This design comes from an exercise in tuning for small area on the open sky130 flow, not from production work. Only simulation tests tie the RTL to the original design; equivalence was not proved. The flow treats the clock pin as an ideal source, which a real chip does not have. No activity file was given, so power comes from the tool's default toggle rates.

==> flow/design.v <==
`timescale 1ns/1ns
module lock_by_sequence_detector_pro(clk, rst, BTN, code_8bit, digit_seg, digit_cath, R_N5_T5, G_R3_T6);
input clk;
input rst;
input BTN;
input [7:0] code_8bit;
output [7:0] digit_seg;
output [1:0] digit_cath;
output [1:0] R_N5_T5;
output [1:0] G_R3_T6;
reg b1, b2;
always @(posedge clk or posedge rst)
	if (rst) begin b1 <= 1'b0; b2 <= 1'b0; end
	else begin b1 <= BTN; b2 <= b1; end
wire key_edge = b1 & ~b2;
localparam [17:0] DP = 18'h2aaaa;
reg [17:0] d;
wire dclr = rst | key_edge;
wire dm = (d[16:0] == DP[16:0]);
wire dev = dm & ~d[17];
always @(posedge clk)
	if (dclr) d <= DP;
	else d <= {~d[16:0], ~(d[17] ^ d[10]) ^ dm};
reg ks, pls;
always @(posedge clk or posedge rst)
	if (rst) begin ks <= 1'b0; pls <= 1'b0; end
	else begin
		if (dev) ks <= BTN;
		pls <= dev & BTN & ~ks;
	end
reg [1:0] cnt;
wire cnt3 = cnt[1] & ~cnt[0];
always @(posedge clk or posedge rst)
	if (rst) cnt <= 2'b00;
	else if (cnt3 | pls) cnt <= {cnt[0], ~cnt[1]};
wire cnt0 = ~cnt[1] & ~cnt[0];
wire cnt1 = ~cnt[1] & cnt[0];
wire byte_ok = cnt1 ? (code_8bit == 8'h00) : (code_8bit == 8'hff);
reg ok;
always @(posedge clk)
	if (pls) ok <= (ok | cnt0) & byte_ok;
reg pend;
always @(posedge clk)
	pend <= cnt3;
wire correct = pend & ok;
wire wrong = pend & ~ok;
reg [1:0] choose;
reg self_lock;
always @(posedge clk or posedge rst)
	if (rst) begin choose <= 2'b00; self_lock <= 1'b0; end
	else begin
		if (pend) choose <= ok ? 2'b00 : {choose[0], ~choose[1]};
		if (choose[1] & ~choose[0]) self_lock <= 1'b1;
	end
localparam [24:0] TGATE = 25'h0242205;
localparam [24:0] TOFF  = 25'h0202205;
localparam [24:0] TINV  = TGATE & ~25'd1;
localparam [24:0] TT    = 25'h06ae67d;
localparam [24:0] TB    = 25'h1ffffd7;
reg goff, roff;
reg [24:0] tg, tr;
wire g_end = ((tg & TB) == (TT & TB));
wire r_end = ((tr & TB) == (TT & TB));
always @(posedge clk or posedge rst)
	if (rst) begin goff <= 1'b1; roff <= 1'b1; end
	else begin
		goff <= goff ? ~correct : g_end;
		roff <= roff ? ~wrong : r_end;
	end
wire [24:0] tg_on = {tg[23:0], tg[24] ^ tg[21]} ^ TINV;
wire [24:0] tr_on = {tr[23:0], tr[24] ^ tr[21]} ^ TINV;
always @(posedge clk) begin
	tg <= goff ? ((tg_on & ~TGATE) | TOFF) : tg_on;
	tr <= roff ? ((tr_on & ~TGATE) | TOFF) : tr_on;
end
assign R_N5_T5 = {2{~(self_lock | ~roff)}};
assign G_R3_T6 = {2{self_lock | goff}};
localparam [10:0] QP = 11'h2aa;
localparam [10:0] QR = 11'h54a;
reg [10:0] q;
wire qm = (q[9:0] == QP[9:0]);
always @(posedge clk)
	if (rst) q <= QR;
	else q <= {~q[9:0], q[10] ^ q[8] ^ qm};
reg sel;
always @(posedge clk or posedge rst)
	if (rst) sel <= 1'b0;
	else if (q[10] & qm) sel <= ~sel;
assign digit_cath = {sel, ~sel};
wire [3:0] digit = sel ? code_8bit[7:4] : code_8bit[3:0];
wire [3:0] dn = ~digit;
wire [15:0] mt;
assign mt[0] = dn[3] & dn[2] & dn[1] & dn[0];
assign mt[1] = dn[3] & dn[2] & dn[1] & digit[0];
assign mt[2] = dn[3] & dn[2] & digit[1] & dn[0];
assign mt[3] = dn[3] & dn[2] & digit[1] & digit[0];
assign mt[4] = dn[3] & digit[2] & dn[1] & dn[0];
assign mt[5] = dn[3] & digit[2] & dn[1] & digit[0];
assign mt[6] = dn[3] & digit[2] & digit[1] & dn[0];
assign mt[7] = dn[3] & digit[2] & digit[1] & digit[0];
assign mt[8] = digit[3] & dn[2] & dn[1] & dn[0];
assign mt[9] = digit[3] & dn[2] & dn[1] & digit[0];
assign mt[10] = digit[3] & dn[2] & digit[1] & dn[0];
assign mt[11] = digit[3] & dn[2] & digit[1] & digit[0];
assign mt[12] = digit[3] & digit[2] & dn[1] & dn[0];
assign mt[13] = digit[3] & digit[2] & dn[1] & digit[0];
assign mt[14] = digit[3] & digit[2] & digit[1] & dn[0];
assign mt[15] = digit[3] & digit[2] & digit[1] & digit[0];
wire seg_a = mt[0] | mt[2] | mt[3] | mt[5] | mt[6] | mt[7] | mt[8] | mt[9] | mt[10] | mt[12] | mt[14] | mt[15];
wire seg_b = mt[0] | mt[1] | mt[2] | mt[3] | mt[4] | mt[7] | mt[8] | mt[9] | mt[10] | mt[13];
wire seg_c = mt[0] | mt[1] | mt[3] | mt[4] | mt[5] | mt[6] | mt[7] | mt[8] | mt[9] | mt[10] | mt[11] | mt[13];
wire seg_d = mt[0] | mt[2] | mt[3] | mt[5] | mt[6] | mt[8] | mt[9] | mt[11] | mt[12] | mt[13] | mt[14];
wire seg_e = mt[0] | mt[2] | mt[6] | mt[8] | mt[10] | mt[11] | mt[12] | mt[13] | mt[14] | mt[15];
wire seg_f = mt[0] | mt[4] | mt[5] | mt[6] | mt[8] | mt[9] | mt[10] | mt[11] | mt[12] | mt[14] | mt[15];
wire seg_g = mt[2] | mt[3] | mt[4] | mt[5] | mt[6] | mt[8] | mt[9] | mt[10] | mt[11] | mt[13] | mt[14] | mt[15];
assign digit_seg = {seg_a, seg_b, seg_c, seg_d, seg_e, seg_f, seg_g, 1'b0};
endmodule
==> flow/config.mk <==
export PLATFORM = sky130hd
export DESIGN_NAME = lock_by_sequence_detector_pro
export DESIGN_NICKNAME = lock_by_sequence_detector_pro
export VERILOG_FILES = /design/flow/design.v
export SDC_FILE = /design/flow/constraint.sdc
export NUM_CORES = 4
export LEC_CHECK = 0
export CAP_MARGIN = 20
export CORE_MARGIN = 2
export CORE_UTILIZATION = 70
export CTS_BUF_LIST = sky130_fd_sc_hd__clkbuf_4
export SLEW_MARGIN = 20
==> flow/constraint.sdc <==
create_clock -name core_clock -period 10.0 [get_ports {clk}]
set_input_delay 2.0000 -clock core_clock [delete_from_list [all_inputs] [get_ports {clk}]]
set_output_delay 2.0000 -clock core_clock [all_outputs]
set_load 0.01 [all_outputs]
standard.sh (not shown) runs the stock make flow with config.mk's settings and CLKGATE_MAP_FILE= SYNTH_SCRIPT=/design/flow/synth_recipe.tcl, a recipe that flattens the netlist after the stock synthesis.
==> flow/flow/run.sh <==
#!/bin/bash
# The standard ORFS layout (the standard.sh), changed in three places:
# the port buffers use the smallest buffer, clock tree synthesis uses
# clkbuf_4 and inserts no dummy loads, and after it the clock buffers with
# a large fanout are upsized (flow/post_cts.tcl).
set -o pipefail
export BUFFER_PORTS_ARGS="-buffer_cell sky130_fd_sc_hd__buf_1"
export CTS_ARGS="-sink_clustering_enable -repair_clock_nets -buf_list sky130_fd_sc_hd__clkbuf_4 -dont_use_dummy_load"
export POST_CTS_TCL="$PWD/flow/post_cts.tcl"
bash standard.sh > standard.log 2>&1
Other scripts of this flow, unchanged in this note and not shown: flow/flow/post_cts.tcl
The baseline ran to the end with no violations.
Then changed:
--- a/flow/design.v
+++ b/flow/design.v
@@ -55,28 +55,28 @@
 localparam [24:0] TGATE = 25'h0242205;
 localparam [24:0] TOFF  = 25'h0202205;
 localparam [24:0] TINV  = TGATE & ~25'd1;
 localparam [24:0] TT    = 25'h06ae67d;
 localparam [24:0] TB    = 25'h1ffffd7;
-reg goff, roff;
+reg gon, ron;
 reg [24:0] tg, tr;
 wire g_end = ((tg & TB) == (TT & TB));
 wire r_end = ((tr & TB) == (TT & TB));
 always @(posedge clk or posedge rst)
-	if (rst) begin goff <= 1'b1; roff <= 1'b1; end
+	if (rst) begin gon <= 1'b0; ron <= 1'b0; end
 	else begin
-		goff <= goff ? ~correct : g_end;
-		roff <= roff ? ~wrong : r_end;
+		gon <= gon ? ~g_end : correct;
+		ron <= ron ? ~r_end : wrong;
 	end
 wire [24:0] tg_on = {tg[23:0], tg[24] ^ tg[21]} ^ TINV;
 wire [24:0] tr_on = {tr[23:0], tr[24] ^ tr[21]} ^ TINV;
 always @(posedge clk) begin
-	tg <= goff ? ((tg_on & ~TGATE) | TOFF) : tg_on;
-	tr <= roff ? ((tr_on & ~TGATE) | TOFF) : tr_on;
+	tg <= gon ? tg_on : ((tg_on & ~TGATE) | TOFF);
+	tr <= ron ? tr_on : ((tr_on & ~TGATE) | TOFF);
 end
-assign R_N5_T5 = {2{~(self_lock | ~roff)}};
-assign G_R3_T6 = {2{self_lock | goff}};
+assign R_N5_T5 = {2{~(ron | self_lock)}};
+assign G_R3_T6 = {2{self_lock | ~gon}};
 localparam [10:0] QP = 11'h2aa;
 localparam [10:0] QR = 11'h54a;
 reg [10:0] q;
 wire qm = (q[9:0] == QP[9:0]);
 always @(posedge clk)
Result: The changed run completed without violations; power goes up by 0.97%; via count goes down by 2.3%; maximum frequency goes up by 4.2%; worst setup slack is better by 220 ps; hold slack is better by 3.1 ps; global-route usage goes down by 1.3 points; sequential share of layout area goes up by 0.23 points; first-iteration DRC count goes down by 17%; clock power goes up by about 3%; routed wire length goes down by 5.7%; cell count goes down by 1.2%; count of clock-buffer cells in the layout does not change; synthesized area goes down by 0.77%.

port drivers added, routing unchanged:
In the flow no input, the clock included, has a driving cell. The finished layouts below were timed again as built, in two steps.
Step 1: set_driving_cell puts a clkbuf_16 on clk and a buf_2 on each other input, an assumption about the parent block.
Step 2 adds t to the input delays and takes it off the output delays; t is the mean of the earliest and latest rising clock arrival at the registers after step 1. Input paths then give back, and output paths get back, about the clock's delay inside the block.
a / b / c = ideal ports / drivers / drivers and shift; a / b = the first two.
run	t, ns	setup WS [ns]	hold slack, ns	cell pins on the clock port's net
the first run	0.417	4.515 / 4.495 / 4.495	0.332 / 0.332 / 0.332	1
the second run	0.421	4.734 / 4.711 / 4.711	0.335 / 0.335 / 0.335	1
After both steps setup and hold are still met in every run listed. For the second run, which loses most, drivers alone change the setup slack by -0.023 ns; drivers and shift together by -0.023 ns.
